This design comes from an exercise in tuning for small area and a short achievable clock period on the open sky130 flow, not from production work.
In this exercise RTL edits were held to simulation tests only and were not proved equivalent to the original.
Power is estimated from default activity; no workload was simulated.

$ cat flow/design.v
module ALU_DESIGN #(parameter DW = 8, CW = 4)(INP_VALID,OPA,OPB,CIN,CLK,RST,CMD,CE,MODE,COUT,OFLOW,RES,G,E,L,ERR);
  input [DW-1:0] OPA,OPB;
  input CLK,RST,CE,MODE,CIN;
  input [CW-1:0] CMD;
  input [1:0] INP_VALID;
  output reg [DW+1:0] RES;
  output reg COUT;
  output reg OFLOW;
  output reg G;
  output reg E;
  output reg L;
  output reg ERR;
  reg [7:0] A, B;
  reg [3:0] C;
  reg [4:0] W;
  reg VA, VB;
  reg [7:0] P, Q;
  always @(posedge CLK) begin
    if (INP_VALID[0]) A <= OPA;
    if (INP_VALID[1]) B <= OPB;
    if (|INP_VALID) C <= CMD;
  end
  always @(posedge CLK) begin
    if (RST) begin
      VA <= 1'b0;
      VB <= 1'b0;
    end else begin
      if (INP_VALID[0]) VA <= 1'b1;
      if (INP_VALID[1]) VB <= 1'b1;
    end
  end
  always @(posedge CLK) begin
    if (|INP_VALID)
      W[3:0] <= 4'd0;
    else if ((VA ^ VB) && !W[4])
      W[3:0] <= W[3:0] + 4'd1;
  end
  always @(posedge CLK) begin
    if (RST || (|INP_VALID))
      W[4] <= 1'b0;
    else if ((VA ^ VB) && (&W[3:0]))
      W[4] <= 1'b1;
  end
  wire timeout_err = !RST && W[4] && (INP_VALID == 2'b10 || (INP_VALID == 2'b01 && VB));
  wire c0  = (C == 4'd0);
  wire c1  = (C == 4'd1);
  wire c2  = (C == 4'd2);
  wire c3  = (C == 4'd3);
  wire c4  = (C == 4'd4);
  wire c5  = (C == 4'd5);
  wire c6  = (C == 4'd6);
  wire c7  = (C == 4'd7);
  wire c8  = (C == 4'd8);
  wire c9  = (C == 4'd9);
  wire c10 = (C == 4'd10);
  wire c11 = (C == 4'd11);
  wire c12 = (C == 4'd12);
  wire c13 = (C == 4'd13);
  wire xa    = C[3] ? C[0] : ~(C[2] & C[1]);
  wire x1    = ~C[3] & C[2] & C[1] & ~C[0];
  wire xp    = C[3] & C[1] & ~C[0];
  wire ybsel = ~C[3] & ~(C[2] & ~C[1]);
  wire yinv  = ~C[2] & C[0];
  wire y1    = ~C[3] & C[2] & ~C[1] & C[0];
  wire ci    = c1 | c7 | c9 | c10 | (c2 & CIN) | (c3 & ~CIN);
  wire [7:0] xl = ({8{xa}} & A) | ({8{xp}} & P) | {8{x1}};
  wire [7:0] yl = ({8{ybsel}} & (B ^ {8{yinv}})) | {8{y1}} | ({8{xp}} & ~Q);
  wire xh = x1;
  wire yh = (ybsel & yinv) | y1 | xp;
  wire [10:0] sum_c = {xh, xh, xl, 1'b1} + {yh, yh, yl, ci};
  wire [9:0] sum = sum_c[10:1];
  wire a_lt_b = A < B;
  wire a_eq_b = A == B;
  wire [63:0] pp;
  genvar gi, gj;
  generate for (gi = 0; gi < 8; gi = gi + 1) begin : g_pp
    for (gj = 0; gj < 8; gj = gj + 1) begin : g_ppj
      assign pp[gi*8+gj] = P[gi] & Q[gj];
    end
  end endgenerate
  wire t1 = pp[6] ^ pp[13];
  wire t2 = pp[6] & pp[13];
  wire t3 = pp[7] ^ pp[14] ^ pp[21];
  wire t4 = (pp[7] & pp[14]) | (pp[7] & pp[21]) | (pp[14] & pp[21]);
  wire t5 = pp[28] ^ pp[35];
  wire t6 = pp[28] & pp[35];
  wire t7 = pp[15] ^ pp[22] ^ pp[29];
  wire t8 = (pp[15] & pp[22]) | (pp[15] & pp[29]) | (pp[22] & pp[29]);
  wire t9 = pp[36] ^ pp[43];
  wire t10 = pp[36] & pp[43];
  wire t11 = pp[23] ^ pp[30] ^ pp[37];
  wire t13 = pp[4] ^ pp[11];
  wire t14 = pp[4] & pp[11];
  wire t15 = pp[5] ^ pp[12] ^ pp[19];
  wire t16 = (pp[5] & pp[12]) | (pp[5] & pp[19]) | (pp[12] & pp[19]);
  wire t17 = pp[26] ^ pp[33];
  wire t18 = pp[26] & pp[33];
  wire t19 = pp[20] ^ pp[27] ^ pp[34];
  wire t20 = (pp[20] & pp[27]) | (pp[20] & pp[34]) | (pp[27] & pp[34]);
  wire t21 = pp[41] ^ pp[48] ^ t1;
  wire t22 = (pp[41] & pp[48]) | (pp[41] & t1) | (pp[48] & t1);
  wire t23 = pp[42] ^ pp[49] ^ pp[56];
  wire t24 = (pp[42] & pp[49]) | (pp[42] & pp[56]) | (pp[49] & pp[56]);
  wire t25 = t3 ^ t5 ^ t2;
  wire t26 = (t3 & t5) | (t3 & t2) | (t5 & t2);
  wire t27 = pp[50] ^ pp[57] ^ t7;
  wire t28 = (pp[50] & pp[57]) | (pp[50] & t7) | (pp[57] & t7);
  wire t29 = t9 ^ t4 ^ t6;
  wire t30 = (t9 & t4) | (t9 & t6) | (t4 & t6);
  wire t31 = pp[44] ^ pp[51] ^ pp[58];
  wire t33 = t11 ^ t8 ^ t10;
  wire t35 = pp[3] ^ pp[10];
  wire t36 = pp[3] & pp[10];
  wire t37 = pp[18] ^ pp[25] ^ pp[32];
  wire t38 = (pp[18] & pp[25]) | (pp[18] & pp[32]) | (pp[25] & pp[32]);
  wire t39 = pp[40] ^ t15 ^ t17;
  wire t40 = (pp[40] & t15) | (pp[40] & t17) | (t15 & t17);
  wire t41 = t19 ^ t21 ^ t16;
  wire t42 = (t19 & t21) | (t19 & t16) | (t21 & t16);
  wire t43 = t23 ^ t25 ^ t20;
  wire t44 = (t23 & t25) | (t23 & t20) | (t25 & t20);
  wire t45 = t27 ^ t29 ^ t24;
  wire t46 = (t27 & t29) | (t27 & t24) | (t29 & t24);
  wire t47 = t31 ^ t33 ^ t28;
  wire t49 = pp[2] ^ pp[9];
  wire t50 = pp[2] & pp[9];
  wire t51 = pp[17] ^ pp[24] ^ t35;
  wire t52 = (pp[17] & pp[24]) | (pp[17] & t35) | (pp[24] & t35);
  wire t53 = t13 ^ t37 ^ t36;
  wire t54 = (t13 & t37) | (t13 & t36) | (t37 & t36);
  wire t55 = t14 ^ t39 ^ t38;
  wire t56 = (t14 & t39) | (t14 & t38) | (t39 & t38);
  wire t57 = t18 ^ t41 ^ t40;
  wire t58 = (t18 & t41) | (t18 & t40) | (t41 & t40);
  wire t59 = t22 ^ t43 ^ t42;
  wire t60 = (t22 & t43) | (t22 & t42) | (t43 & t42);
  wire t61 = t26 ^ t45 ^ t44;
  wire t62 = (t26 & t45) | (t26 & t44) | (t45 & t44);
  wire t63 = t30 ^ t47 ^ t46;
  wire [9:0] mr1 = {t63, t61, t59, t57, t55, t53, t51, pp[16], pp[1], pp[0]};
  wire [9:0] mr2 = {t62, t60, t58, t56, t54, t52, t50, t49, pp[8], 1'b0};
  wire [9:0] prod = mr1 + mr2;
  wire [7:0] qinc;
  genvar gq;
  generate for (gq = 0; gq < 8; gq = gq + 1) begin : g_qinc
    if (gq == 0) begin : g0
      assign qinc[0] = ~B[0];
    end else begin : gn
      assign qinc[gq] = B[gq] ^ (&B[gq-1:0]);
    end
  end endgenerate
  wire lt0 = c1 | c3 | c5 | c6 | c7;
  wire lt1 = c1 | c4 | c6;
  wire lt2 = c1 | c4 | c7 | c8;
  wire lt3 = c0 | c5 | c8;
  wire [7:0] lfun = (A & B & {8{lt3}}) | (A & ~B & {8{lt2}}) | (~A & B & {8{lt1}}) | (~A & ~B & {8{lt0}});
  wire [7:0] lres = lfun |
      ({8{c9}}  & {A[6:0], 1'b0}) |
      ({8{c10 | c11}} & {B[6:0], 1'b0}) |
      {7'd0, c2 & (|A) & (|B)};
  wire s0 = B[0];
  wire s1 = B[1] ^ (C[0] & B[0]);
  wire s2 = B[2] ^ (C[0] & (B[1] | B[0]));
  wire [7:0] r1 = s0 ? {A[6:0], A[7]} : A;
  wire [7:0] r2 = s1 ? {r1[5:0], r1[7:6]} : r1;
  wire [7:0] r3 = s2 ? {r2[3:0], r2[7:4]} : r2;
  wire [7:0] lrot = (c12 | c13) ? r3 : 8'd0;
  wire [9:0] ares =
      ({10{~C[3] | c10}} & sum) |
      ({10{c9}} & prod);
  wire [9:0] res_n = MODE ? ares : {2'b00, lres | lrot};
  wire cout_n  = MODE & (c0 | c2) & sum[8];
  wire oflow_n = MODE & (c1 | c3) & a_lt_b;
  wire e_n     = MODE & c8 & a_eq_b;
  wire g_n     = MODE & c8 & ~a_lt_b & ~a_eq_b;
  wire l_n     = MODE & c8 & a_lt_b;
  wire err_n   = ~MODE & c12 & (|B[7:4]);
  wire upd = CE & (RST | (VA & VB));
  always @(posedge CLK) begin
    if (upd) begin
      RES   <= RST ? 10'd0 : res_n;
      COUT  <= !RST & cout_n;
      OFLOW <= !RST & oflow_n;
      G     <= !RST & g_n;
      E     <= !RST & e_n;
      L     <= !RST & l_n;
    end
  end
  always @(posedge CLK) begin
    if (timeout_err)
      ERR <= 1'b1;
    else if (upd)
      ERR <= !RST & err_n;
  end
  wire pq_upd = CE & (RST | (VA & VB & MODE & (c9 | c10)));
  always @(posedge CLK) begin
    if (pq_upd) begin
      P <= RST ? 8'd0 : (c9 ? sum[7:0] : {A[6:0], 1'b0});
      Q <= RST ? 8'd0 : (c9 ? qinc : B);
    end
  end
endmodule
$ cat flow/flow/run.sh
#!/bin/bash
# Layout flow: the standard ORFS flow (standard.sh), with two changes:
#  - synthesis is the standard script (synth_recipe.tcl, ORFS synth.tcl) except
#    that full/half-adder extraction is off (ADDER_MAP_FILE empty) and the
#    final ABC mapping runs flow/syn.abc instead of ORFS's speed script;
#    the registers are unchanged (same passes up to dfflibmap);
#  - the port buffers are sky130_fd_sc_hd__buf_2 cells instead of the
#    default delay cells.
set -uo pipefail
W=$(pwd)
{
  head -n 1 synth_recipe.tcl
  cat <<EOT
proc abc {args} {
  set i [lsearch \$args -script]
  lset args [expr {\$i + 1}] $W/flow/syn.abc
  puts "flow/run.sh: abc \$args"
  yosys abc {*}\$args
}
EOT
  tail -n +2 synth_recipe.tcl
} > my_synth.tcl
bash standard.sh SYNTH_SCRIPT=$W/my_synth.tcl ADDER_MAP_FILE= \
  "BUFFER_PORTS_ARGS=-buffer_cell sky130_fd_sc_hd__buf_2" finish > flow_standard.log 2>&1
rc=$?
cp -r orfs/logs flow_orfs_logs 2>/dev/null
exit $rc
$ cat flow/flow/syn.abc
strash
dch
amap
topo
buffer -c
upsize -c -D 2000
dnsize -c -D 2000
stime -c
$ cat flow/standard.sh
#!/bin/bash
# synth_recipe.tcl (not shown) runs the flow's synth.tcl, then flattens the netlist and writes it again
# the make line also repeats each setting of config.mk as NAME=value (left out here)
make -C /OpenROAD-flow-scripts/flow DESIGN_CONFIG=/design/flow/config.mk WORK_HOME=/design/flow/orfs CLKGATE_MAP_FILE= SYNTH_SCRIPT=/design/flow/synth_recipe.tcl "${@:-finish}"
$ cat flow/config.mk
export PLATFORM = sky130hd
export DESIGN_NAME = ALU_DESIGN
export DESIGN_NICKNAME = ALU_DESIGN
export VERILOG_FILES = /design/flow/design.v
export SDC_FILE = /design/flow/constraint.sdc
export NUM_CORES = 4
export LEC_CHECK = 0
export CAP_MARGIN = 20
export CORE_MARGIN = 2
export CORE_UTILIZATION = 40
export SETUP_SLACK_MARGIN = 1.9
export SLEW_MARGIN = 20
$ cat flow/constraint.sdc
create_clock -name core_clock -period 5.0 [get_ports {CLK}]
set_input_delay 1.0000 -clock core_clock [delete_from_list [all_inputs] [get_ports {CLK}]]
set_output_delay 1.0000 -clock core_clock [all_outputs]
set_load 0.01 [all_outputs]
==> results of run 1 <==
cells in the mapped netlist, types with 9 or more instances:
library cell / count / area [um2]
nor2_1: 153 / 574
nand2_1: 77 / 289
o21ai_0: 60 / 300
a21oi_1: 56 / 280
edfxtp_1: 51 / 1530
inv_1: 47 / 176
nor3_1: 31 / 155
a211oi_1: 15 / 113
clkbuf_1: 14 / 52.6
o22ai_1: 13 / 81.3
nor4_1: 12 / 75.1
a21oi_2: 10 / 87.6
inv_2: 10 / 37.5
o211ai_1: 9 / 67.6
o21ai_2: 9 / 78.8
cell type report:
type / count / share of cell area (%)
multi-input cells: 566 / 50.1
clock buffers: 9 / 3.34
flip-flops and latches: 59 / 25.1
repair buffers: 128 / 13.2
inverters: 60 / 3.73
well taps: 168 / 3.12
clock inverters: 7 / 1.49
per-stage QoR:
step	hold slack [ps]	utilization [%]	setup WS, ps	area, um2	power (uW)
detailed placement	474	44.9	915	5440	1190
finish	477	55.7	1350	6740	2070
global route	513	55.7	1110	6740	2160
CTS	482	51.3	1460	6210	1950
global placement	456	44.9	958	5440	1190
floorplan	436	-	1730	5040	1030
worst max-delay path: cells and delay by family (launching register included):
| kind | cells | cell delay [ps] |
|---|---|---|
| simple gates | 12 | 1040 |
| flops | 1 | 430 |
| buf+inv | 5 | 690 |
| compound gates | 9 | 1220 |
power groups by stage:
stage	Clock (uW)	Combinational, uW	Sequential, uW
6_report	676	783	607
5_1_grt	702	846	611
4_1_cts	686	655	608
3_5_place_dp	0	573	622
3_3_place_gp	0	565	621
2_1_floorplan	0	427	604
metal layers:
| metal | global-route usage (%) | vias to the layer above | part of all wire, % |
|---|---|---|---|
| met5 | 0 | - | 0 |
| met3 | 6.64 | 80 | 6.9 |
| met4 | 14.0 | 0 | 5.5 |
| met1 | 31.2 | 2655 | 40 |
| li1 | - | 2821 | - |
| met2 | 44.2 | 231 | 48 |
what timing repair did:
item | CTS | global route
buffers inserted | 40 | 41
pin swaps | 14 | 37
hold endpoints to repair | 0 | 0
resized for setup | 48 | 63
endpoints found under the setup margin | 17 | 13
sequential cells by signal, summed over array words and instances, names as in the netlist:
register and flops:
VA 1, L 1, W 5, VB 1, COUT 1, P 8
ERR 1, E 1, C 4, A 8, Q 8, RES 10
G 1, OFLOW 1, B 8
worst max path at each step:
| stage | slack, ps | from | endpoint |
|---|---|---|---|
| 5_1_grt | 1110 | Q[6] | RES[9] |
| 3_3_place_gp | 960 | C[1] | RES[7] |
| 6_report | 1350 | P[1] | RES[9] |
| 4_1_cts | 1460 | P[0] | RES[9] |
| 3_5_place_dp | 910 | C[1] | RES[7] |
| 2_1_floorplan | 1730 | P[1] | RES[9] |
kinds of logic after synthesis:
| family | after synthesis | share of synthesized area (%) |
|---|---|---|
| flops | 59 | 33.8 |
| compound gates | 243 | 31.7 |
| simple gates | 321 | 28.4 |
| buf+inv | 76 | 5.74 |
| xor+xnor | 2 | 0.350 |
==> key figures, run 1 <==
Outcome
  – Result of the run: no timing/DRC/antenna violations

Clocking
  – Clock buffer depth: 2
  – Clock tree root buffer cell: clkbuf_16
  – TritonCTS clock tree: built
  – Clock transition time at the flip-flop clock pins of the worst setup and hold paths: about 50 ps
  – Clk sinks: between 50 and 60
  – Skew-Pair Late Insertion Delay: between 300 and 400 ps
  – Number of CTS-inserted buffers: 9
  – H-tree Lvls: 3
  – Hold buffers post-CTS: 0

Cells and area
  – Post-Layout Cell Count: around 1000
  – Synth-to-Final Area Change: 34.5%
  – Commonest non-fill, non-tap cell in the layout: nor2_1
  – FF+latch area: approximately 0.0017 mm2
  – Fill cells: 1141
  – Footprint of the multi-input gates: around 0.0034 mm2
  – Final nets: 851
  – Share of cells above drive strength 1: 32.7%
  – Commonest non-fill, non-tap cells in the layout: nor2_1 (140), buf_4 (80), nand2_1 (73)
  – Antenna Cells: 0

Min path
  – Hold depth: 1
  – HP Class: flop to flop
  – Min-Delay Endpoint: W[0]
  – Min-delay src: W[0]

Setup path
  – WP data required: 5090 ps
  – Startpoint types: flop
  – Slowest-stage cell, CP: edfxtp_1
  – CP Capture Type: flop
  – Reg2reg end: RES[9]
  – R2r worst-path depth: 26
  – RR Startpoint: P[1]
  – WP data arrival: about 3700 ps
  – Setup Crit Path Kind: flop to flop
  – Critical-path maximum fanout: 5
  – CP max stage delay: about 430 ps
  – R2R Setup Slk: ~1300 ps

Routing
  – Wire per inst: approximately 18 um
  – Post-route ant nets: 0
  – Total wire length: roughly 18 mm
  – Iteration-0 DRC Markers: about 510
  – Pre-Repair DR Iteration Count: 6
  – Total number of vias: roughly 5800
  – DRC: 0
  – Vias/cell: 5.80

Global routing
  – First-pass GRT wire length: 26.9 mm
  – GRT Util Overall: between 20% and 30%
  – Vias in the first global route: approximately 5400
  – Largest net degree at the start of global routing: 25
  – Gr ovfl total: 0
  – Initial antenna violation count: 0

Yosys
  – Syn Area/Cell: roughly 7 um2
  – Synthesized area: 0.00501 mm2
  – YS warnings: 1
  – Top FF cell, synth: edfxtp_1
  – Synth Net Count: 728
  – Synthesis-stage register bit count: a little under 60
  – Post-synth ARST share: 0%
  – Seq/Total Area, Yosys: around 34%
  – Post-synthesis cell type count: 53
  – Number of synthesized flops with an enable pin: ~50
  – Mapped Cells: ~700

Run
  – Number of max-cap violations: 0

Timing
  – Final slew viol count: 0
  – Clock Skews: slightly below 5 ps
  – RSZ-0062 raised after global routing: yes
  – Final hold vios: 0
  – Final period util: between 70% and 80%
  – Final setup fails: 0
  – Worst-Margin Slew: between 800 and 900 ps
  – Setup TNS: 0 ps
  – Max_slew headroom: a little over two fifths
  – Minimum clock period: ~3700 ps
  – Fmax: 274 MHz

Pwr
  – Pint: between 1000 and 1500 uW
  – Clock power frac: between 30% and 40%
  – Logic pwr share: a little under two fifths
  – NetSw: about 740 uW
  – Switching Fraction: 36.0%
  – Worst VDD drop: between 0.0002 and 0.0003 V
  – Pwr dens: approximately 300 mW/mm2
  – Sequential share of power: 29.4%
  – LEAKAGE: 0.00263 uW

Floorplan
  – Die height: 116 um
  – Die Area: roughly 0.013 mm2
  – # IOs: 43
  – Core Footprint: between 0.01 and 0.015 mm2
  – Starting Density: 41.4%
  – Row cnt: 40
  – Die Wd: 116 um

Place
  – Placed Instances: 900
  – Post-DP HPWL: approximately 13 mm
  – GP Congestion: 0.953
  – Buffers added on ports: 42
==> run 2: changes to the inputs <==
==> flow/flow/syn.abc (replaced) <==
strash
&get -n
&st
&dch
&nf -D 2000
&put
topo
buffer -c
upsize -c -D 2000
dnsize -c -D 2000
stime -c
==> key figures, run 2 <==
Outcome
  – Result of the run: no timing/DRC/antenna violations

Clocking
  – Clk sinks: 59 (unchanged)
  – TritonCTS clock tree: built
  – Number of CTS-inserted buffers: 9 (unchanged)
  – Skew-Pair Late Insertion Delay: 340 ps (about the same)
  – Clock buffer depth: 2 (unchanged)
  – H-tree Lvls: 3 (unchanged)
  – Clock transition time at the flip-flop clock pins of the worst setup and hold paths: 60 ps (about the same)
  – Clock tree root buffer cell: clkbuf_16

Yosys
  – Largest family of logic cells by synthesized area: simple AND/OR/NAND/NOR gates
  – Post-synthesis simple-gate area fraction: 23.9% (-4.5 points)
  – Multiplexer area fraction after synthesis: 3.48% (+3.5 points)
  – Seq/Total Area, Yosys: 31.4% (-2.4 points)
  – Syn Area/Cell: 8.59 um2 (+20%)
  – Post-synthesis adder-cell area fraction: 3.16% (+3.2 points)
  – Synth top area share: 28.4% (-2.1 points)
  – Synth Net Count: 654 (-10%)
  – Synth Area in Compound Gates: 16.5% (-15 points)
  – Post-synthesis cell type count: 71 (+34%)
  – Mapped Cells: 627 (-11%)
  – Commonest cells post-synth: nand2_1 (85), nor2_1 (61), edfxtp_1 (51)
  – Synth Area in XOR/XNOR: 17.4% (+17 points)
  – Synth top area cells: edfxtp_1 (28%), xnor2_1 (7.0%), nand2_1 (5.9%)
  – Post-synth ARST share: 0% (unchanged)
  – Synthesized area: 0.00539 mm2 (+7.5%)
  – Synthesis-stage register bit count: 59 (unchanged)
  – Number of synthesized flops with an enable pin: 51 (unchanged)
  – Top FF cell, synth: edfxtp_1
  – Top-count cell post-synth: nand2_1
  – YS warnings: 1 (unchanged)
  – Dominant cell type by area after synthesis: edfxtp_1

Global routing
  – First-pass GRT wire length: 25.7 mm (-4.5%)
  – Initial antenna violation count: 0 (unchanged)
  – M1 GR Usage: 30.9% (-0.25 points)
  – Gr ovfl total: 0 (unchanged)
  – Largest net degree at the start of global routing: 33 (+32%)
  – GRT Util Overall: 22.9% (-3.4 points)
  – GR peak layer: met2
  – Met3 Usage GRT: 5.28% (-1.4 points)
  – Vias in the first global route: 4950 (-7.7%)
  – Met2 Use GR: 35.9% (-8.3 points)

Routing
  – Post-route ant nets: 0 (unchanged)
  – Iteration-0 DRC Markers: 615 (+20%)
  – Wire per inst: 18.7 um (+3.9%)
  – Pre-Repair DR Iteration Count: 6 (unchanged)
  – Total wire length: 16.5 mm (-8.0%)
  – Total number of vias: 5210 (-10%)
  – DRC: 0 (unchanged)
  – Vias/cell: 5.91 (+1.8%)

Floorplan
  – # IOs: 43 (unchanged)
  – Die Area: 0.0144 mm2 (+7.3%)
  – Die height: 120 um (+3.6%)
  – Core Footprint: 0.0132 mm2 (+8.9%)
  – Row cnt: 42 (+5.0%)
  – Die Wd: 120 um (+3.6%)
  – Starting Density: 40.9% (-0.52 points)

Setup path
  – Buf/Inv on CP: 1 (-4)
  – WP data arrival: 3730 ps (about the same)
  – CP Capture Type: flop
  – Setup Crit Path Kind: flop to flop
  – Most frequent CP cell: xor2_2
  – Critical-path maximum fanout: 6 (+1)
  – Delay-heaviest family, CP: XOR/XNOR gates
  – WP data required: 5080 ps (about the same)
  – Startpoint types: flop
  – Worst path cell trace: buf_4 > nand2_1 > xor2_2 > xor2_2 > xnor3_1 > xnor2_2 > maj3_1 > xor2_2 > or4bb_1 > a31o_1 > a32oi_1 > nor2_1
  – Slowest-stage cell, CP: edfxtp_1
  – CP max stage delay: 500 ps (+70 ps)

Timing
  – Worst-Margin Slew: 978 ps (+128 ps)
  – Fmax: 274 MHz (+0.10%)
  – Final hold vios: 0 (unchanged)
  – Max_slew headroom: 34.5% (-8.8 points)
  – Minimum clock period: 3650 ps (-3.69 ps)
  – Final period util: 72.9% (-0.074 points)
  – Setup TNS: 0 ps (unchanged)
  – Clock Skews: 10.1 ps (+5.14 ps)
  – Final setup fails: 0 (unchanged)
  – RSZ-0062 raised after global routing: yes
  – Final slew viol count: 0 (unchanged)

Cells and area
  – Synth-to-Final Area Change: 23.3%
  – Commonest non-fill, non-tap cells in the layout: nand2_1 (81), buf_4 (60), nor2_1 (59)
  – Largest reg by FF count: RES
  – Final nets: 728 (-14%)
  – Max reg flops: 10 (unchanged)
  – Share of cells above drive strength 1: 27.1% (-5.6 points)
  – Commonest non-fill, non-tap cell in the layout: nand2_1
  – Finished Core Util: 50.4% (-5.3 points)
  – Antenna Cells: 0 (unchanged)

Place
  – Post-DP HPWL: 11.4 mm (-11%)
  – Buffers added on ports: 42 (unchanged)
  – GP Congestion: 0.901 (-5.4%)

Run
  – Number of max-cap violations: 0 (unchanged)

Pwr
  – Worst VDD drop: 0.000259 V (-2.3%)
  – Pwr dens: 334 mW/mm2 (+8.8%)
  – Power, Total: 2220 uW (+7.3%)
  – LEAKAGE: 0.00255 uW (-3.1%)

Min path
  – HP Class: flop to flop
run 2: changes by cell type after synthesis, sizes merged, moves of 12 or more:
cell    previous run  this run
nor2             165        61
xor2               1        34
a21oi             66        33
xnor2              1        48
nor3              32        20
inv               57        10
clkbuf            14        28
maj3               0        17
a211oi            15         3
buf                2        15
o21ai             76        38
nand2b             0        18
run 2: cell families after synthesis:
family | count (synthesis)
buf+inv | 53
simple gates | 261
flops | 59
mux | 12
fa+ha+maj | 17
xor+xnor | 89
compound gates | 136
run 2: cell type report:
type	count	area (um2)
Sequential cell	59	1690
Tap cell	176	220
Timing Repair Buffer	106	706
Clock inverter	6	65.1
Fill cell	1251	6540
Inverter	10	37.5
Clock buffer	10	229
Multi-Input combinational cell	515	3700
run 2: per-layer routing:
metal | wire length [um] | part of all wire [%]
met5 | 0 | 0
met4 | 478 | 2.9
met3 | 1450 | 8.8
met2 | 7360 | 45
met1 | 7210 | 44
run 2: worst paths after layout:
kind,from,endpoint,slack [ps],depth (start not counted)
worst max-delay path,Q[3],RES[9],1350,12
worst min-delay path,ERR,ERR,480,2
worst min register to register,ERR,ERR,480,2
worst max register to register,Q[3],RES[9],1350,12
run 2: what timing repair did:
action | CTS | global route
setup buffers | 48 | 13
hold buffers | 0 | 0
gates cloned | 0 | 0
endpoints found under the setup margin | 14 | 11
pin swaps | 10 | 19
gates resized for setup | 27 | 24
run 2: stage by stage:
step / area [um2] / setup slack [ps] / std cells / hold WS (ps)
final: 6650 / 1350 / 882 / 475
after detailed placement: 5670 / 987 / 805 / 462
after CTS: 6440 / 1380 / 869 / 480
after floorplan: 5400 / 1660 / 627 / 462
after global routing: 6650 / 1180 / 882 / 522
after global placement: 5670 / 1070 / 805 / 470
run 2: tightest hold or removal path, stage by stage, from the launching register on:
cell and delay (ps):
dfxtp_1 340, nand2_1 50, o21ai_0 60
run 2: where the power goes:
| part | leakage, uW | switching [uW] | internal [uW] |
|---|---|---|---|
| Clock | 0.000133 | 231 | 385 |
| Sequential | 0.000566 | 59.2 | 574 |
| Combinational | 0.00185 | 514 | 453 |
| Total | 0.00255 | 804 | 1410 |
==> run 3: changes to the inputs <==
==> flow/flow/syn.abc (replaced) <==
strash
dch
map -D 2000
strash
dch
map -D 2000
strash
dch
map -D 2000
topo
buffer -c
upsize -c -D 2000
dnsize -c -D 2000
stime -c
==> key figures, run 3 <==
Routing
  – Total wire length: 19.1 mm (+15%)
  – Pre-Repair DR Iteration Count: 6 (unchanged)
  – Post-route ant nets: 0 (unchanged)
  – Total number of vias: 5931 (+14%)
  – Vias/cell: 5.75 (-2.6%)
  – Wire per inst: 18.5 um (-1.2%)
  – Iteration-0 DRC Markers: 484 (-21%)
  – DRC: 0 (unchanged)

Yosys
  – Synth top area cells: edfxtp_1 (28%), nand2_1 (11%), o21ai_0 (5.6%)
  – Synthesized area: 0.00540 mm2 (+0.16%)
  – Dominant cell type by area after synthesis: edfxtp_1
  – Multiplexer area fraction after synthesis: 1.14% (-2.3 points)
  – Post-synthesis simple-gate area fraction: 30.9% (+6.9 points)
  – Post-synthesis adder-cell area fraction: 0% (-3.2 points)
  – Synth Area in XOR/XNOR: 5.66% (-12 points)
  – Top-count cell post-synth: nand2_1
  – Synth Area in Compound Gates: 22.3% (+5.8 points)
  – Synth top area share: 28.4% (-0.046 points)
  – Commonest cells post-synth: nand2_1 (158), inv_1 (78), nor2_1 (76)
  – Top FF cell, synth: edfxtp_1
  – Syn Area/Cell: 7.05 um2 (-18%)
  – Post-synth ARST share: 0% (unchanged)
  – Largest family of logic cells by synthesized area: simple AND/OR/NAND/NOR gates
  – Post-synthesis cell type count: 63 (-11%)
  – YS warnings: 1 (unchanged)
  – Mapped Cells: 766 (+22%)
  – Seq/Total Area, Yosys: 31.3% (-0.051 points)
  – Synthesis-stage register bit count: 59 (unchanged)
  – Number of synthesized flops with an enable pin: 51 (unchanged)
  – Synth Net Count: 793 (+21%)

Cells and area
  – Fill cells: 1305 (+4.3%)
  – Final nets: 877 (+20%)
  – Commonest non-fill, non-tap cells in the layout: nand2_1 (145), inv_1 (74), nor2_1 (71)
  – Max reg flops: 10 (unchanged)
  – Finished Core Util: 51.5% (+1.1 points)
  – Share of cells above drive strength 1: 25.3% (-1.8 points)
  – Synth-to-Final Area Change: 25.7%
  – Antenna Cells: 0 (unchanged)
  – Design Area, Final: 0.00679 mm2 (+2.1%)
  – Largest reg by FF count: RES
  – Commonest non-fill, non-tap cell in the layout: nand2_1

Setup path
  – WP data required: 5090 ps (about the same)
  – Most frequent CP cell: nand2_4
  – Worst path cell trace: nand2_4 > buf_6 > o21ai_4 > nand2_4 > xor2_2 > nand3_2 > nand3_2 > or3b_4 > nand2_4 > nand2_4 > a21oi_1 > o2111ai_1 > nand2_1 > nand4_1 > o2bb2ai_2 > nand3_2 > a21oi_2
  – Critical-path maximum fanout: 7 (+1)
  – WP depth: 17 (+5)
  – Setup Crit Path Kind: flop to flop
  – Reg2reg end: RES[9]
  – Delay-heaviest family, CP: simple AND/OR/NAND/NOR gates
  – R2r worst-path depth: 17 (+5)
  – Slowest-stage cell, CP: edfxtp_1
  – CP Capture Type: flop
  – WP data arrival: 3090 ps (-640 ps)
  – RR Startpoint: P[1]
  – CP max stage delay: 520 ps (+20 ps)
  – R2R Setup Slk: 1990 ps (+640 ps)
  – Buf/Inv on CP: 1 (unchanged)
  – Startpoint types: flop

Global routing
  – Largest net degree at the start of global routing: 26 (-21%)
  – First-pass GRT wire length: 27.8 mm (+8.5%)
  – Gr ovfl total: 0 (unchanged)
  – GRT Util Overall: 25.4% (+2.5 points)
  – Vias in the first global route: 5294 (+6.9%)
  – Initial antenna violation count: 0 (unchanged)

Pwr
  – Worst VDD drop: 0.000231 V (-11%)
  – LEAKAGE: 0.00299 uW (+17%)
  – Pwr dens: 299 mW/mm2 (-10%)

Timing
  – Clock Skews: 9.54 ps (-0.557 ps)
  – RSZ-0062 raised after global routing: no
  – Max_slew headroom: 28.3% (-6.2 points)
  – Worst-Margin Slew: 1070 ps (+87.6 ps)
  – Setup TNS: 0 ps (unchanged)
  – Hold WS: 466 ps (-8.96 ps)
  – Final hold vios: 0 (unchanged)
  – Final period util: 60.1% (-13 points)
  – Final slew viol count: 0 (unchanged)
  – Fmax: 333 MHz (+21%)
  – Final setup fails: 0 (unchanged)
  – Minimum clock period: 3010 ps (-640 ps)

Place
  – GP Congestion: 0.928 (+3.0%)
  – Dpl cell area: 0.00572 mm2 (+0.93%)
  – Buffers added on ports: 42 (unchanged)
  – Post-DP HPWL: 14.0 mm (+22%)

Floorplan
  – Die Wd: 120 um (about the same)
  – # IOs: 43 (unchanged)
  – Starting Density: 40.9% (+0.066 points)
  – Die Area: 0.0144 mm2 (+0.16%)
  – Row cnt: 42 (unchanged)
  – Die height: 120 um (about the same)
  – Core Footprint: 0.0132 mm2 (unchanged)

Run
  – Number of max-cap violations: 0 (unchanged)

Min path
  – Min-Delay Endpoint: W[3]
  – HP Class: flop to flop
  – Min-delay src: W[3]
  – Hold depth: 1 (-1)

Clocking
  – TritonCTS clock tree: built
  – Clk sinks: 59 (unchanged)
  – Skew-Pair Late Insertion Delay: 350 ps (about the same)
  – Hold buffers post-CTS: 0 (unchanged)
  – Clock buffer depth: 2 (unchanged)
  – Clock transition time at the flip-flop clock pins of the worst setup and hold paths: 50 ps (about the same)
  – Clock tree root buffer cell: clkbuf_16
  – H-tree Lvls: 3 (unchanged)
  – Number of CTS-inserted buffers: 9 (unchanged)

Outcome
  – Result of the run: no timing/DRC/antenna violations
==> run 3: cell types whose count changed after synthesis, moves of 10 or more <==
cell | previous run | this run
maj3_1 | 17 | 0
xnor2_1 | 43 | 9
clkbuf_1 | 28 | 13
nand2b_1 | 18 | 1
nand2_1 | 85 | 158
o221ai_1 | 2 | 12
nand3_1 | 9 | 43
a21oi_1 | 33 | 56
nor2_1 | 61 | 76
o21ai_0 | 36 | 60
inv_1 | 10 | 78
==> run 3: routing by layer <==
metal	vias to the layer above	track usage, %	share of wire [%]
met5	-	0	0
met4	0	13.2	5.1
met3	61	5.32	7.0
met2	274	41.4	48
met1	2757	31.5	40
li1	2839	-	-
==> run 3: how the worst max path moves through the flow <==
stage,startpoint,endpoint,slack (ps)
floorplan,CIN,P[6],2200
detailed placement,C[0],RES[8],1520
global route,P[1],RES[9],1830
finish,P[1],RES[9],1990
global placement,C[0],RES[8],1520
CTS,C[3],RES[8],1910
==> run 3: logic make-up (layout without fill, tap and decap cells) <==
kind of cell              after synthesis  count (layout)
muxes                                   6               6
buffers and inverters                 114             202
DFF                                    59              59
AOI/OAI and AO/OA                     197             197
and+or+nand+nor                       356             357
xor gates and xnor gates               34              34
==> run 3: repair_timing <==
action	in CTS	in global routing
pin swaps	0	35
endpoints found under the setup margin	11	14
gates cloned	0	1
setup buffers	6	46
resized for setup	6	81
==> run 3: per-stage QoR <==
stage / cells / power [uW] / setup WS (ps)
CTS: 984 / 1890 / 1910
detailed placement: 962 / 1290 / 1520
global route: 1031 / 2130 / 1830
floorplan: 766 / 1120 / 2200
finish: 1031 / 2030 / 1990
global placement: 962 / 1280 / 1520
==> run 3: cell type report <==
cell class                      count  area [um2]  area share, %
Multi-Input combinational cell    594        3600           53.1
Clock inverter                      4        23.8          0.350
Timing Repair Buffer               96         631           9.29
Clock buffer                       12         258           3.80
Inverter                           90         360           5.31
Sequential cell                    59        1690           24.9
Tap cell                          176         220           3.24
==> run 3: report_power, final <==
group | leakage (uW) | internal [uW] | switching (uW)
Sequential | 0.000563 | 574 | 41.6
Combinational | 0.00229 | 299 | 523
Clock | 0.000141 | 363 | 226
==> run 4: changes to the inputs <==
==> flow/flow/syn.abc (replaced) <==
strash
dch
map -D 2000
topo
buffer -c
upsize -c -D 2000
dnsize -c -D 2000
stime -c
==> key figures, run 4 <==
Routing
  – Post-route ant nets: 0 (unchanged)
  – Wire per inst: 16.9 um (-8.8%)
  – Pre-Repair DR Iteration Count: 6 (unchanged)
  – Vias/cell: 5.51 (-4.3%)
  – Total number of vias: 6075 (+2.4%)
  – Iteration-0 DRC Markers: 484 (unchanged)
  – DRC: 0 (unchanged)
  – Total wire length: 18.6 mm (-2.4%)

Yosys
  – Multiplexer area fraction after synthesis: 1.43% (+0.29 points)
  – Post-synthesis simple-gate area fraction: 33.6% (+2.8 points)
  – Syn Area/Cell: 6.70 um2 (-5.0%)
  – Post-synthesis cell type count: 61 (-3.2%)
  – Synth Net Count: 866 (+9.2%)
  – Synthesized area: 0.00562 mm2 (+4.1%)
  – Synth Area in XOR/XNOR: 6.24% (+0.58 points)
  – Synth top area cells: edfxtp_1 (27%), nand2_1 (13%), nor2_1 (7.2%)
  – YS warnings: 1 (unchanged)
  – Number of synthesized flops with an enable pin: 51 (unchanged)
  – Largest family of logic cells by synthesized area: simple AND/OR/NAND/NOR gates
  – Commonest cells post-synth: nand2_1 (194), nor2_1 (108), inv_1 (91)
  – Post-synth ARST share: 0% (unchanged)
  – Top FF cell, synth: edfxtp_1
  – Synth Area in Compound Gates: 19.5% (-2.8 points)
  – Dominant cell type by area after synthesis: edfxtp_1
  – Post-synthesis adder-cell area fraction: 0% (unchanged)
  – Seq/Total Area, Yosys: 30.1% (-1.2 points)
  – Synth top area share: 27.3% (-1.1 points)
  – Top-count cell post-synth: nand2_1
  – Synthesis-stage register bit count: 59 (unchanged)
  – Mapped Cells: 839 (+9.5%)

Timing
  – Final setup fails: 0 (unchanged)
  – RSZ-0062 raised after global routing: yes
  – Setup TNS: 0 ps (unchanged)
  – Clock Skews: 5.66 ps (-3.88 ps)
  – Final period util: 60.3% (+0.18 points)
  – Max_slew headroom: 56.3% (+28 points)
  – Final hold vios: 0 (unchanged)
  – Minimum clock period: 3020 ps (+9.04 ps)
  – Hold WS: 473 ps (+6.89 ps)
  – Final slew viol count: 0 (unchanged)
  – Worst-Margin Slew: 653 ps (-412 ps)
  – Fmax: 332 MHz (-0.30%)

Clocking
  – Clock tree root buffer cell: clkbuf_16
  – Clock transition time at the flip-flop clock pins of the worst setup and hold paths: 50 ps (about the same)
  – Number of CTS-inserted buffers: 9 (unchanged)
  – H-tree Lvls: 3 (unchanged)
  – Hold buffers post-CTS: 0 (unchanged)
  – Clk sinks: 59 (unchanged)
  – Clock buffer depth: 2 (unchanged)
  – Skew-Pair Late Insertion Delay: 340 ps (about the same)
  – TritonCTS clock tree: built

Floorplan
  – Die Area: 0.0150 mm2 (+3.9%)
  – # IOs: 43 (unchanged)
  – Die height: 123 um (+2.0%)
  – Die Wd: 123 um (+2.0%)
  – Row cnt: 43 (+2.4%)
  – Core Footprint: 0.0138 mm2 (+4.4%)
  – Starting Density: 40.8% (-0.13 points)

Cells and area
  – Post-Layout Cell Count: 1103 (+7.0%)
  – Final nets: 945 (+7.8%)
  – Largest reg by FF count: RES
  – Synth-to-Final Area Change: 21.2%
  – Antenna Cells: 0 (unchanged)
  – Share of cells above drive strength 1: 20.6% (-4.7 points)
  – Footprint of the multi-input gates: 0.00358 mm2 (-0.59%)
  – Commonest non-fill, non-tap cell in the layout: nand2_1
  – Max reg flops: 10 (unchanged)
  – Commonest non-fill, non-tap cells in the layout: nand2_1 (187), nor2_1 (101), inv_1 (86)
  – FF+latch area: 0.00169 mm2 (unchanged)
  – Fill cells: 1410 (+8.0%)

Setup path
  – Startpoint types: flop
  – Setup Crit Path Kind: flop to flop
  – WP data arrival: 3080 ps (about the same)
  – RR Startpoint: C[1]
  – R2R Setup Slk: 1980 ps (about the same)
  – Critical-path maximum fanout: 7 (unchanged)
  – Reg2reg end: RES[5]
  – R2r worst-path depth: 10 (-7)
  – CP Capture Type: flop
  – WP data required: 5070 ps (-20 ps)

Run
  – Number of max-cap violations: 0 (unchanged)

Pwr
  – LEAKAGE: 0.00305 uW (+2.0%)
  – Pwr dens: 305 mW/mm2 (+2.1%)
  – Worst VDD drop: 0.000246 V (+6.9%)

Global routing
  – Gr ovfl total: 0 (unchanged)
  – Initial antenna violation count: 0 (unchanged)
  – GRT Util Overall: 24.7% (-0.66 points)
  – First-pass GRT wire length: 28.0 mm (+0.67%)
  – Vias in the first global route: 5438 (+2.7%)
  – Largest net degree at the start of global routing: 22 (-15%)

Outcome
  – Result of the run: no timing/DRC/antenna violations

Min path
  – HP Class: flop to flop
  – Hold depth: 2 (+1)
  – Min-delay src: VA
  – Min-Delay Endpoint: VA

Place
  – Placed Instances: 1044 (+8.5%)
  – Post-DP HPWL: 14.0 mm (+0.19%)
  – Buffers added on ports: 42 (unchanged)
  – GP Congestion: 1.01 (+8.4%)
run 4: changes by cell type in the layout (fill, tap and decap cells not counted), moves of 7 or more:
cell	delta
a31oi_1	+10
inv_2	+7
o21ai_0	-18
a21oi_1	-12
nand2_1	+42
inv_1	+12
nor3_1	+10
o221ai_1	-10
nand3_1	+13
nand2_4	-12
nor2_1	+30
run 4: stage by stage:
stage	total power [uW]	setup slack, ps	utilization [%]	cell area (um2)
floorplan	1150	2160	-	5620
global placement	1340	1820	43.4	5980
detailed placement	1340	1750	43.4	5980
CTS	2000	1900	45.7	6300
global route	2190	1760	49.4	6810
finish	2080	1980	49.4	6810
run 4: worst max-delay path by stage:
| stage | to | cells after the start | slack [ps] | from |
|---|---|---|---|---|
| 2_1_floorplan | P[0] | 4 | 2160 | MODE |
| 3_3_place_gp | P[7] | 18 | 1820 | C[0] |
| 3_5_place_dp | P[7] | 18 | 1750 | C[0] |
| 4_1_cts | P[7] | 18 | 1900 | C[3] |
| 5_1_grt | RES[9] | 21 | 1760 | P[1] |
| 6_report | RES[5] | 10 | 1980 | C[1] |
run 4: power by group:
group          switching, uW  internal (uW)  total [uW]
clock network            217            431         649
registers               45.3            574         620
logic                    516            291         807
total                    779           1300        2080
run 4: worst max-delay path: stages (launching register included):
cell	delay (ps)
edfxtp_1	520
buf_4	190
nor3_1	50
buf_4	160
buf_4	140
nor2_1	460
nor3_1	80
a2111oi_0	480
o2111ai_1	210
o21ai_1	360
a31oi_1	90
run 4: logic make-up (layout without fill, tap and decap cells):
| kind of cell | count (synthesis) | after routing |
|---|---|---|
| xor+xnor | 40 | 40 |
| simple gates | 431 | 432 |
| buf+inv | 128 | 211 |
| compound gates | 173 | 173 |
| flops | 59 | 59 |
| mux | 8 | 8 |
run 4: area by class of cell:
type                    count  area share (%)
repair buffers             88            8.40
clock buffers              10            3.36
multi-input cells         653            52.6
flip-flops and latches     59            24.8
well taps                 180            3.31
inverters                 107            6.34
clock inverters             6            1.18
run 4: timing repair:
item | in CTS | in global routing
pin swaps | 0 | 15
endpoints found under the setup margin | 8 | 15
resized for setup | 5 | 54
buffers inserted | 1 | 41
cloned | 0 | 1
run 4: layer usage:
metal	global-route usage (%)	wire length, um
met5	0	0
met4	12.4	727
met3	5.07	1430
met2	38.8	8500
met1	32.3	7930
==> run 5: changes to the inputs <==
--- a/flow/flow/syn.abc
+++ b/flow/flow/syn.abc
@@ -1 +1,4 @@
+strash
+dch
+map -D 2000
 strash
==> key figures, run 5 <==
Cells and area
  – Commonest non-fill, non-tap cells in the layout: nand2_1 (161), nor2_1 (93), inv_1 (77)
  – Largest reg by FF count: RES
  – Commonest non-fill, non-tap cell in the layout: nand2_1
  – Synth-to-Final Area Change: 20.6%
  – Post-Layout Cell Count: 1021 (-7.4%)
  – Final nets: 867 (-8.3%)
  – Share of cells above drive strength 1: 20.0% (-0.59 points)
  – Antenna Cells: 0 (unchanged)
  – Max reg flops: 10 (unchanged)
  – Finished Core Util: 49.3% (-0.14 points)

Yosys
  – Top-count cell post-synth: nand2_1
  – Syn Area/Cell: 6.97 um2 (+4.2%)
  – Seq/Total Area, Yosys: 31.4% (+1.3 points)
  – Synth top area share: 28.4% (+1.1 points)
  – Number of synthesized flops with an enable pin: 51 (unchanged)
  – Synth Net Count: 800 (-7.6%)
  – YS warnings: 1 (unchanged)
  – Synth top area cells: edfxtp_1 (28%), nand2_1 (12%), nor2_1 (7.1%)
  – Mapped Cells: 773 (-7.9%)
  – Synthesis-stage register bit count: 59 (unchanged)
  – Post-synth ARST share: 0% (unchanged)
  – Post-synthesis cell type count: 66 (+8.2%)
  – Dominant cell type by area after synthesis: edfxtp_1
  – Commonest cells post-synth: nand2_1 (167), nor2_1 (102), inv_1 (83)
  – Top FF cell, synth: edfxtp_1
  – Synthesized area: 0.00539 mm2 (-4.0%)

Routing
  – Iteration-0 DRC Markers: 518 (+7.0%)
  – Post-route ant nets: 0 (unchanged)
  – DRC: 0 (unchanged)
  – Pre-Repair DR Iteration Count: 6 (unchanged)
  – Wire per inst: 18.0 um (+6.5%)
  – Total number of vias: 5848 (-3.7%)
  – Vias/cell: 5.73 (+4.0%)
  – Total wire length: 18.3 mm (-1.4%)

Floorplan
  – Core Footprint: 0.0132 mm2 (-4.2%)
  – # IOs: 43 (unchanged)
  – Die Area: 0.0144 mm2 (-3.9%)
  – Die height: 120 um (-2.0%)
  – Starting Density: 40.9% (+0.086 points)
  – Row cnt: 42 (-2.3%)
  – Die Wd: 120 um (-2.0%)

Setup path
  – RR Startpoint: Q[2]
  – Startpoint types: flop
  – Critical-path maximum fanout: 6 (-1)
  – Setup Crit Path Kind: flop to flop
  – CP Capture Type: flop
  – WP data required: 5090 ps (+20 ps)
  – WP data arrival: 3110 ps (+30 ps)
  – Worst Setup SP: Q[2]

Timing
  – Clock Skews: 7.20 ps (+1.54 ps)
  – Setup WS post-layout: 1980 ps (-9.35 ps)
  – Minimum clock period: 3020 ps (+9.35 ps)
  – Worst-Margin Slew: 828 ps (+174 ps)
  – Setup TNS: 0 ps (unchanged)
  – Max_slew headroom: 43.4% (-13 points)
  – Fmax: 331 MHz (-0.31%)
  – Final period util: 60.5% (+0.19 points)
  – Hold WS: 478 ps (+4.34 ps)
  – Final slew viol count: 0 (unchanged)
  – RSZ-0062 raised after global routing: yes
  – Final hold vios: 0 (unchanged)
  – Final setup fails: 0 (unchanged)

Global routing
  – GRT Util Overall: 25.1% (+0.41 points)
  – Largest net degree at the start of global routing: 25 (+14%)
  – Gr ovfl total: 0 (unchanged)
  – Vias in the first global route: 5380 (-1.1%)
  – Initial antenna violation count: 0 (unchanged)
  – First-pass GRT wire length: 27.8 mm (-0.71%)

Clocking
  – Clock tree root buffer cell: clkbuf_16
  – H-tree Lvls: 3 (unchanged)
  – Clock buffer depth: 2 (unchanged)
  – Skew-Pair Late Insertion Delay: 340 ps (about the same)
  – Hold buffers post-CTS: 0 (unchanged)
  – TritonCTS clock tree: built
  – Clock transition time at the flip-flop clock pins of the worst setup and hold paths: 60 ps (about the same)
  – Number of CTS-inserted buffers: 9 (unchanged)
  – Clk sinks: 59 (unchanged)

Min path
  – Min-delay src: ERR
  – HP Class: flop to flop

Pwr
  – Pwr dens: 324 mW/mm2 (+6.2%)
  – Worst VDD drop: 0.000256 V (+3.7%)
  – LEAKAGE: 0.00291 uW (-4.5%)

Place
  – Place WS: 1660 ps (-95.0 ps)
  – Post-DP HPWL: 13.9 mm (-0.35%)
  – Placed Instances: 975 (-6.6%)
  – GP Congestion: 0.971 (-3.5%)
  – Buffers added on ports: 42 (unchanged)

Outcome
  – Result of the run: no timing/DRC/antenna violations

Run
  – Number of max-cap violations: 0 (unchanged)
[run 5: routing by layer]
metal	wire length, um	global-route usage (%)	part of all wire [%]
met1	7480	31.2	41
met2	8760	41.4	48
met3	1220	5.09	6.7
met4	866	12.7	4.7
met5	0	0	0
[run 5: logic make-up (layout without fill, tap and decap cells)]
family	Yosys count	after routing	share of synthesized area (%)
AO/OA/AOI/OAI	176	176	21.0
XOR/XNOR	43	43	7.24
adder cells (fa/ha/maj)	2	2	0.464
buffers and inverters	114	186	8.47
flip-flops	59	59	31.4
multiplexers	8	8	1.49
AND/OR/NAND/NOR	371	371	29.9
[run 5: cell type report]
type | count | area [um2]
Multi-Input combinational cell | 600 | 3420
Tap cell | 176 | 220
Clock buffer | 9 | 225
Inverter | 96 | 369
Timing Repair Buffer | 74 | 459
Sequential cell | 59 | 1690
Fill cell | 1341 | 6690
Clock inverter | 7 | 116
[run 5: final timing paths]
| check | to | slack [ps] | cells past startpoint |
|---|---|---|---|
| max | RES[9] | 1980 | 12 |
| min | ERR | 480 | 2 |
| max reg2reg | RES[9] | 1980 | 12 |
| min reg2reg | ERR | 480 | 2 |
[run 5: worst max-delay path, stage by stage (launching register included)]
cell and delay, ps:
edfxtp_1 440, clkinvlp_4 210, dlymetal6s2s_1 250, buf_4 160, nor2_1 170, xor2_1 180, xor2_1 190, xor2_1 210
xnor3_1 390, xnor2_2 280, nand3_1 120, nand3_1 100, a21oi_1 60
[run 5: repair_timing]
item,CTS,global route
endpoints found under the setup margin,11,11
gates resized for setup,5,48
pin swaps,2,16
buffers inserted,8,22
[run 5: per-stage QoR]
step / area, um2 / total power [uW]
floorplan: 5390 / 1130
global placement: 5740 / 1310
detailed placement: 5740 / 1320
CTS: 6170 / 2040
global route: 6500 / 2210
finish: 6500 / 2100
[run 5: where the power goes]
part	switching, uW	internal [uW]	total [uW]
registers	39.7	574	613
logic	505	279	784
clock network	222	485	707
==> run 6: changes to the inputs <==
--- a/flow/config.mk
+++ b/flow/config.mk
@@ -10,3 +10,3 @@
 export CORE_UTILIZATION = 40
-export SETUP_SLACK_MARGIN = 1.9
+export SETUP_SLACK_MARGIN = 1.7
 export SLEW_MARGIN = 20
==> key figures, run 6 <==
Outcome
  – Result of the run: no timing/DRC/antenna violations

Setup path
  – RR Startpoint: B[1]
  – Worst Setup SP: B[1]
  – R2R Setup Slk: 1850 ps (-130 ps)
  – Startpoint types: flop
  – CP max stage delay: 750 ps (+310 ps)
  – Slowest-stage cell, CP: o22ai_1
  – WP data required: 5070 ps (-20 ps)
  – WP data arrival: 3230 ps (+120 ps)
  – Reg2reg end: RES[7]
  – Setup Crit Path Kind: flop to flop
  – Worst path cell trace: inv_1 > nor2_1 > o22ai_1 > mux2i_1 > nand2_1 > nand3_1 > nand4_1 > o21ai_0 > a21oi_1
  – CP Capture Type: flop
  – Critical-path maximum fanout: 11 (+5)
  – R2r worst-path depth: 9 (-3)

Yosys
  – Commonest cells post-synth: nand2_1 (167), nor2_1 (102), inv_1 (83)
  – Top-count cell post-synth: nand2_1
  – Synthesized area: 0.00539 mm2 (unchanged)
  – Synth top area share: 28.4% (unchanged)
  – Synthesis-stage register bit count: 59 (unchanged)
  – Post-synthesis cell type count: 66 (unchanged)
  – Number of synthesized flops with an enable pin: 51 (unchanged)
  – Dominant cell type by area after synthesis: edfxtp_1
  – Mapped Cells: 773 (unchanged)
  – Seq/Total Area, Yosys: 31.4% (unchanged)
  – Synth top area cells: edfxtp_1 (28%), nand2_1 (12%), nor2_1 (7.1%)
  – YS warnings: 1 (unchanged)
  – Syn Area/Cell: 6.97 um2 (unchanged)
  – Top FF cell, synth: edfxtp_1
  – Synth Net Count: 800 (unchanged)
  – Post-synth ARST share: 0% (unchanged)

Global routing
  – Largest net degree at the start of global routing: 25 (unchanged)
  – GRT Util Overall: 25.1% (-0.061 points)
  – First-pass GRT wire length: 27.8 mm (-0.27%)
  – Initial antenna violation count: 0 (unchanged)
  – Vias in the first global route: 5360 (-0.37%)
  – Gr ovfl total: 0 (unchanged)

Timing
  – Final setup fails: 0 (unchanged)
  – Max_slew headroom: 35.0% (-8.4 points)
  – Setup WS post-layout: 1850 ps (-128 ps)
  – Worst-Margin Slew: 975 ps (+147 ps)
  – Final hold vios: 0 (unchanged)
  – Clock Skews: 10.7 ps (+3.49 ps)
  – Final period util: 63.1% (+2.6 points)
  – Minimum clock period: 3150 ps (+128 ps)
  – Fmax: 317 MHz (-4.1%)
  – Final slew viol count: 0 (unchanged)
  – Setup TNS: 0 ps (unchanged)
  – RSZ-0062 raised after global routing: yes

Routing
  – Wire per inst: 17.9 um (-0.34%)
  – Iteration-0 DRC Markers: 465 (-10%)
  – Total wire length: 18.0 mm (-1.8%)
  – Post-route ant nets: 0 (unchanged)
  – DRC: 0 (unchanged)
  – Total number of vias: 5727 (-2.1%)
  – Pre-Repair DR Iteration Count: 5 (-1)
  – Vias/cell: 5.69 (-0.61%)

Cells and area
  – Fill cells: 1351 (+0.75%)
  – Share of cells above drive strength 1: 15.7% (-4.3 points)
  – Synth-to-Final Area Change: 16.7%
  – Largest reg by FF count: RES
  – Commonest non-fill, non-tap cells in the layout: nand2_1 (163), nor2_1 (99), inv_1 (82)
  – Commonest non-fill, non-tap cell in the layout: nand2_1
  – Final nets: 852 (-1.7%)
  – Max reg flops: 10 (unchanged)
  – Antenna Cells: 0 (unchanged)

Clocking
  – Clock buffer depth: 2 (unchanged)
  – H-tree Lvls: 3 (unchanged)
  – Skew-Pair Late Insertion Delay: 340 ps (about the same)
  – Number of CTS-inserted buffers: 9 (unchanged)
  – Hold buffers post-CTS: 0 (unchanged)
  – Clock tree root buffer cell: clkbuf_16
  – TritonCTS clock tree: built
  – Clk sinks: 59 (unchanged)
  – Clock transition time at the flip-flop clock pins of the worst setup and hold paths: 60 ps (about the same)

Floorplan
  – Die Wd: 120 um (unchanged)
  – Die height: 120 um (unchanged)
  – # IOs: 43 (unchanged)
  – Row cnt: 42 (unchanged)
  – Die Area: 0.0144 mm2 (unchanged)
  – Core Footprint: 0.0132 mm2 (unchanged)
  – Starting Density: 40.9% (unchanged)

Run
  – Number of max-cap violations: 0 (unchanged)

Place
  – Buffers added on ports: 42 (unchanged)
  – Post-DP HPWL: 13.9 mm (unchanged)
  – Place WS: 1660 ps (unchanged)
  – GP Congestion: 0.971 (unchanged)

Min path
  – Hold depth: 2 (unchanged)
  – Min-Delay Endpoint: ERR
  – HP Class: flop to flop
  – Min-delay src: ERR

Pwr
  – Pint: 1310 uW (-1.8%)
  – Logic pwr share: 36.0% (-1.3 points)
  – Worst VDD drop: 0.000255 V (-0.24%)
  – Clock power frac: 34.2% (+0.6 points)
  – LEAKAGE: 0.00281 uW (-3.5%)
  – Switching Fraction: 36.4% (-0.058 points)
  – Sequential share of power: 29.8% (+0.6 points)
  – Pwr dens: 328 mW/mm2 (+1.4%)
  – NetSw: 751 uW (-2.1%)
-- run 6: timing repair --
action,4_1_cts,5_1_grt
pin swaps,1,7
buffers inserted,4,11
endpoints found under the setup margin,1,5
gates resized for setup,0,24
-- run 6: cells by family after synthesis --
kind of cell | Yosys count | synth area share [%]
AOI/OAI and AO/OA | 176 | 21.0
xor gates and xnor gates | 43 | 7.24
adders and majority gates | 2 | 0.464
buffers and inverters | 114 | 8.47
DFF | 59 | 31.4
muxes | 8 | 1.49
and+or+nand+nor | 371 | 29.9
-- run 6: critical path, delay by kind of cell, from the launching register on --
family                 cells  cell delay, ps
AO/OA/AOI/OAI              3            1200
flip-flops                 1             570
AND/OR/NAND/NOR            4             490
multiplexers               1             380
buffers and inverters      1             260
-- run 6: area by class of cell --
class	count	area, um2	area share (%)
multi-input combinational	600	3340	53.0
sequential	59	1690	26.9
inverter	96	365	5.81
timing repair buffer	59	338	5.37
clock buffer	9	225	3.58
tap	176	220	3.50
clock inverter	7	116	1.85
-- run 6: through the flow --
stage	instances	utilization (%)	total power (uW)	area, um2	hold slack, ps
finish	1006	47.7	2060	6290	479
global route	1006	47.7	2170	6290	512
detailed placement	975	43.5	1320	5740	476
CTS	995	46.4	2030	6110	486
global placement	975	43.5	1310	5740	466
floorplan	773	-	1130	5390	443
-- run 6: power by group through the flow --
stage | Clock, uW | Combinational [uW] | Sequential [uW]
global route | 740 | 812 | 619
CTS | 717 | 700 | 616
floorplan | 0 | 528 | 604
detailed placement | 0 | 690 | 629
global placement | 0 | 681 | 628
finish | 707 | 742 | 616
-- run 6: how the worst max path moves through the flow --
stage	slack, ps	cells after the start	end
2_1_floorplan	2160	12	P[7]
3_3_place_gp	1700	11	RES[5]
3_5_place_dp	1660	11	RES[5]
4_1_cts	1730	18	RES[5]
5_1_grt	1640	19	RES[5]
6_report	1850	9	RES[7]
-- run 6: per-layer routing --
| layer | wire length (um) | GRT usage, % |
|---|---|---|
| met1 | 7430 | 31.1 |
| met2 | 8550 | 41.3 |
| met3 | 1260 | 5.09 |
| met4 | 766 | 12.5 |
| met5 | 0 | 0 |
==> run 7: changes to the inputs <==
==> flow/flow/syn.abc (replaced) <==
strash
dch
map -D 1800
strash
dch
map -D 1800
topo
buffer -c
upsize -c -D 1800
dnsize -c -D 1800
stime -c
--- a/flow/config.mk
+++ b/flow/config.mk
@@ -10,3 +10,3 @@
 export CORE_UTILIZATION = 40
-export SETUP_SLACK_MARGIN = 1.7
+export SETUP_SLACK_MARGIN = 1.9
 export SLEW_MARGIN = 20
==> key figures, run 7 <==
Routing
  – Iteration-0 DRC Markers: 642 (+38%)
  – Total number of vias: 6280 (+9.7%)
  – DRC: 0 (unchanged)
  – Total wire length: 19.9 mm (+11%)
  – Vias/cell: 5.85 (+2.7%)
  – Post-route ant nets: 0 (unchanged)
  – Pre-Repair DR Iteration Count: 5 (unchanged)
  – Wire per inst: 18.5 um (+3.5%)

Global routing
  – Gr ovfl total: 0 (unchanged)
  – Initial antenna violation count: 0 (unchanged)
  – GRT Util Overall: 26.7% (+1.6 points)
  – First-pass GRT wire length: 29.8 mm (+7.2%)
  – Vias in the first global route: 5725 (+6.8%)
  – Largest net degree at the start of global routing: 20 (-20%)

Cells and area
  – Synth-to-Final Area Change: 21.9%
  – Commonest non-fill, non-tap cell in the layout: nand2_1
  – Largest reg by FF count: RES
  – Finished Core Util: 50.2% (+2.5 points)
  – Commonest non-fill, non-tap cells in the layout: nand2_1 (177), nor2_1 (85), inv_1 (83)
  – Max reg flops: 10 (unchanged)
  – Final nets: 920 (+8.0%)
  – Fill cells: 1323 (-2.1%)
  – Share of cells above drive strength 1: 20.3% (+4.6 points)
  – Antenna Cells: 0 (unchanged)

Timing
  – Hold WS: 477 ps (-2.05 ps)
  – Clock Skews: 9.03 ps (-1.65 ps)
  – Max_slew headroom: 45.6% (+11 points)
  – Worst-Margin Slew: 809 ps (-166 ps)
  – RSZ-0062 raised after global routing: yes
  – Final hold vios: 0 (unchanged)
  – Final period util: 61.5% (-1.5 points)
  – Setup WS post-layout: 1920 ps (+76.1 ps)
  – Fmax: 325 MHz (+2.5%)
  – Setup TNS: 0 ps (unchanged)
  – Final setup fails: 0 (unchanged)
  – Minimum clock period: 3080 ps (-76.1 ps)
  – Final slew viol count: 0 (unchanged)

Clocking
  – Clk sinks: 59 (unchanged)
  – Clock buffer depth: 2 (unchanged)
  – H-tree Lvls: 3 (unchanged)
  – Number of CTS-inserted buffers: 9 (unchanged)
  – TritonCTS clock tree: built
  – Skew-Pair Late Insertion Delay: 340 ps (about the same)
  – Clock tree root buffer cell: clkbuf_16
  – Clock transition time at the flip-flop clock pins of the worst setup and hold paths: 50 ps (about the same)

Yosys
  – Post-synth ARST share: 0% (unchanged)
  – Seq/Total Area, Yosys: 30.9% (-0.49 points)
  – Synthesized area: 0.00548 mm2 (+1.6%)
  – Number of synthesized flops with an enable pin: 51 (unchanged)
  – Synthesis-stage register bit count: 59 (unchanged)
  – Synth top area cells: edfxtp_1 (28%), nand2_1 (12%), nand3_1 (7.1%)
  – Top FF cell, synth: edfxtp_1
  – Top-count cell post-synth: nand2_1
  – Synth Net Count: 838 (+4.8%)
  – YS warnings: 1 (unchanged)
  – Mapped Cells: 811 (+4.9%)
  – Commonest cells post-synth: nand2_1 (182), nor2_1 (92), inv_1 (87)
  – Synth top area share: 28.0% (-0.44 points)
  – Syn Area/Cell: 6.75 um2 (-3.2%)
  – Dominant cell type by area after synthesis: edfxtp_1
  – Post-synthesis cell type count: 60 (-9.1%)

Pwr
  – Sequential share of power: 30.4% (+0.6 points)
  – Switching Fraction: 38.8% (+2.4 points)
  – Clock power frac: 28.9% (-5.3 points)
  – Power, Total: 2020 uW (-2.1%)
  – LEAKAGE: 0.00303 uW (+7.8%)
  – Logic pwr share: 40.7% (+4.7 points)
  – Pwr dens: 303 mW/mm2 (-7.8%)
  – Pint: 1240 uW (-5.8%)
  – NetSw: 783 uW (+4.2%)
  – Worst VDD drop: 0.000279 V (+9.3%)

Floorplan
  – Core Footprint: 0.0133 mm2 (+0.80%)
  – Die Wd: 121 um (+0.76%)
  – Die height: 121 um (+0.76%)
  – Row cnt: 42 (unchanged)
  – # IOs: 43 (unchanged)
  – Die Area: 0.0146 mm2 (+1.5%)
  – Starting Density: 41.2% (+0.32 points)

Setup path
  – WP data required: 5050 ps (-20 ps)
  – WP data arrival: 3130 ps (-100 ps)
  – Setup Crit Path Kind: flop to flop
  – CP Capture Type: flop
  – Startpoint types: flop
  – Critical-path maximum fanout: 8 (-3)

Run
  – Number of max-cap violations: 0 (unchanged)

Place
  – Post-DP HPWL: 14.8 mm (+6.2%)
  – Buffers added on ports: 42 (unchanged)
  – GP Congestion: 0.975 (+0.44%)
  – Place WS: 1770 ps (+118 ps)

Min path
  – HP Class: flop to flop

Outcome
  – Result of the run: no timing/DRC/antenna violations
## run 7: cell types whose count changed in the layout (fill, tap and decap cells not counted), moves of 6 or more
cell     previous run  this run
nand2_1           163       177
nand3_1            45        70
nor2_1             99        85
o21ai_1             4        11
a21oi_1            42        50
xor2_1             28        12
buf_4              17        51
o22ai_1            16        10
## run 7: per-layer routing
metal  vias up  global-route usage (%)  wire length, um
li1       2995                       -                -
met1      2914                    32.4             7880
met2       312                    43.9             9500
met3        59                    5.59             1570
met4         0                    15.0              939
met5         -                       0                0
## run 7: worst paths after layout
| kind | start | endpoint | slack [ps] | cells past startpoint |
|---|---|---|---|---|
| worst min register to register | W[2] | W[2] | 480 | 1 |
| worst min-delay path | W[2] | W[2] | 480 | 1 |
| worst max-delay path | C[0] | RES[3] | 1920 | 14 |
| worst max register to register | C[0] | RES[3] | 1920 | 14 |
## run 7: per-stage QoR
step	std cells	area, um2
2_1_floorplan	811	5480
3_3_place_gp	1010	5830
3_5_place_dp	1010	5830
4_1_cts	1027	6120
5_1_grt	1074	6680
6_report	1074	6680
## run 7: kinds of logic (layout without fill, tap and decap cells)
group                     after synthesis  count (layout)  share of synthesized area (%)
AOI/OAI and AO/OA                     196             196                           22.8
xor gates and xnor gates               27              27                           4.59
buffers and inverters                 118             205                           8.52
DFF                                    59              59                           30.9
muxes                                   8               8                           1.46
and+or+nand+nor                       403             403                           31.7
## run 7: final cells by class
type	instances	area (um2)	share of cell area (%)
inverters	96	378	5.66
clock inverters	2	10.0	0.150
well taps	176	220	3.30
multi-input cells	634	3510	52.6
repair buffers	93	593	8.88
clock buffers	14	274	4.10
flip-flops and latches	59	1690	25.3
## run 7: power groups by stage
stage,Sequential (uW),Clock (uW),Combinational [uW]
floorplan,607,0,523
global placement,628,0,688
detailed placement,629,0,694
CTS,619,597,701
global route,617,618,896
finish,614,584,822
## run 7: worst max-delay path: stages (launching register included)
cell and delay [ps]:
edfxtp_1 500, inv_2 130, nand2_1 110, nor2_4 250, clkinv_4 120, o211ai_1 220
nand2_1 90, a21boi_2 180, or2_4 270, nor2_4 140, nor2_2 70, xnor2_2 180
nor2_1 70, a211oi_2 350, a311oi_1 120
## run 7: timing repair
item | CTS | global route
hold buffers | 0 | 0
pin swaps | 0 | 12
endpoints found under the setup margin | 3 | 11
buffers inserted | 1 | 47
gates resized for setup | 4 | 49

[port drivers added, routing unchanged]
Ports are ideal in the flow. The routed layouts listed here were re-timed in OpenROAD. Step 1, drivers: a clkbuf_16 drives CLK and a buf_2 each remaining input, both assumed. Step 2 times the ports against the registers' clock, not the clock port: input delays grow and output delays shrink by t, the midpoint of the rising clock arrivals with the driver on. Three values: no drivers, after step 1, after step 2; two values: the first two.
| run | t (ns) | setup WS [ns] | clock arrival spread, ns | slew at the worst register clock pin (ns) |
|---|---|---|---|---|
| run 1 | 0.378 | 1.350 / 1.350 / 1.350 | 0.005 / 0.005 | 0.06 / 0.06 |
| run 2 | 0.371 | 1.354 / 1.354 / 1.354 | 0.011 / 0.010 | 0.06 / 0.06 |
| run 3 | 0.384 | 1.994 / 1.994 / 1.723 | 0.009 / 0.010 | 0.06 / 0.06 |
| run 4 | 0.379 | 1.985 / 1.985 / 1.909 | 0.006 / 0.006 | 0.05 / 0.05 |
| run 5 | 0.369 | 1.975 / 1.975 / 1.791 | 0.008 / 0.007 | 0.06 / 0.06 |
| run 6 | 0.367 | 1.847 / 1.847 / 1.750 | 0.011 / 0.011 | 0.06 / 0.06 |
| run 7 | 0.374 | 1.923 / 1.923 / 1.923 | 0.010 / 0.009 | 0.05 / 0.05 |
After both steps every run listed still meets setup and hold. The setup slack of run 3, which loses most, moves by 0.000 ns with the drivers and by -0.271 ns with both steps.
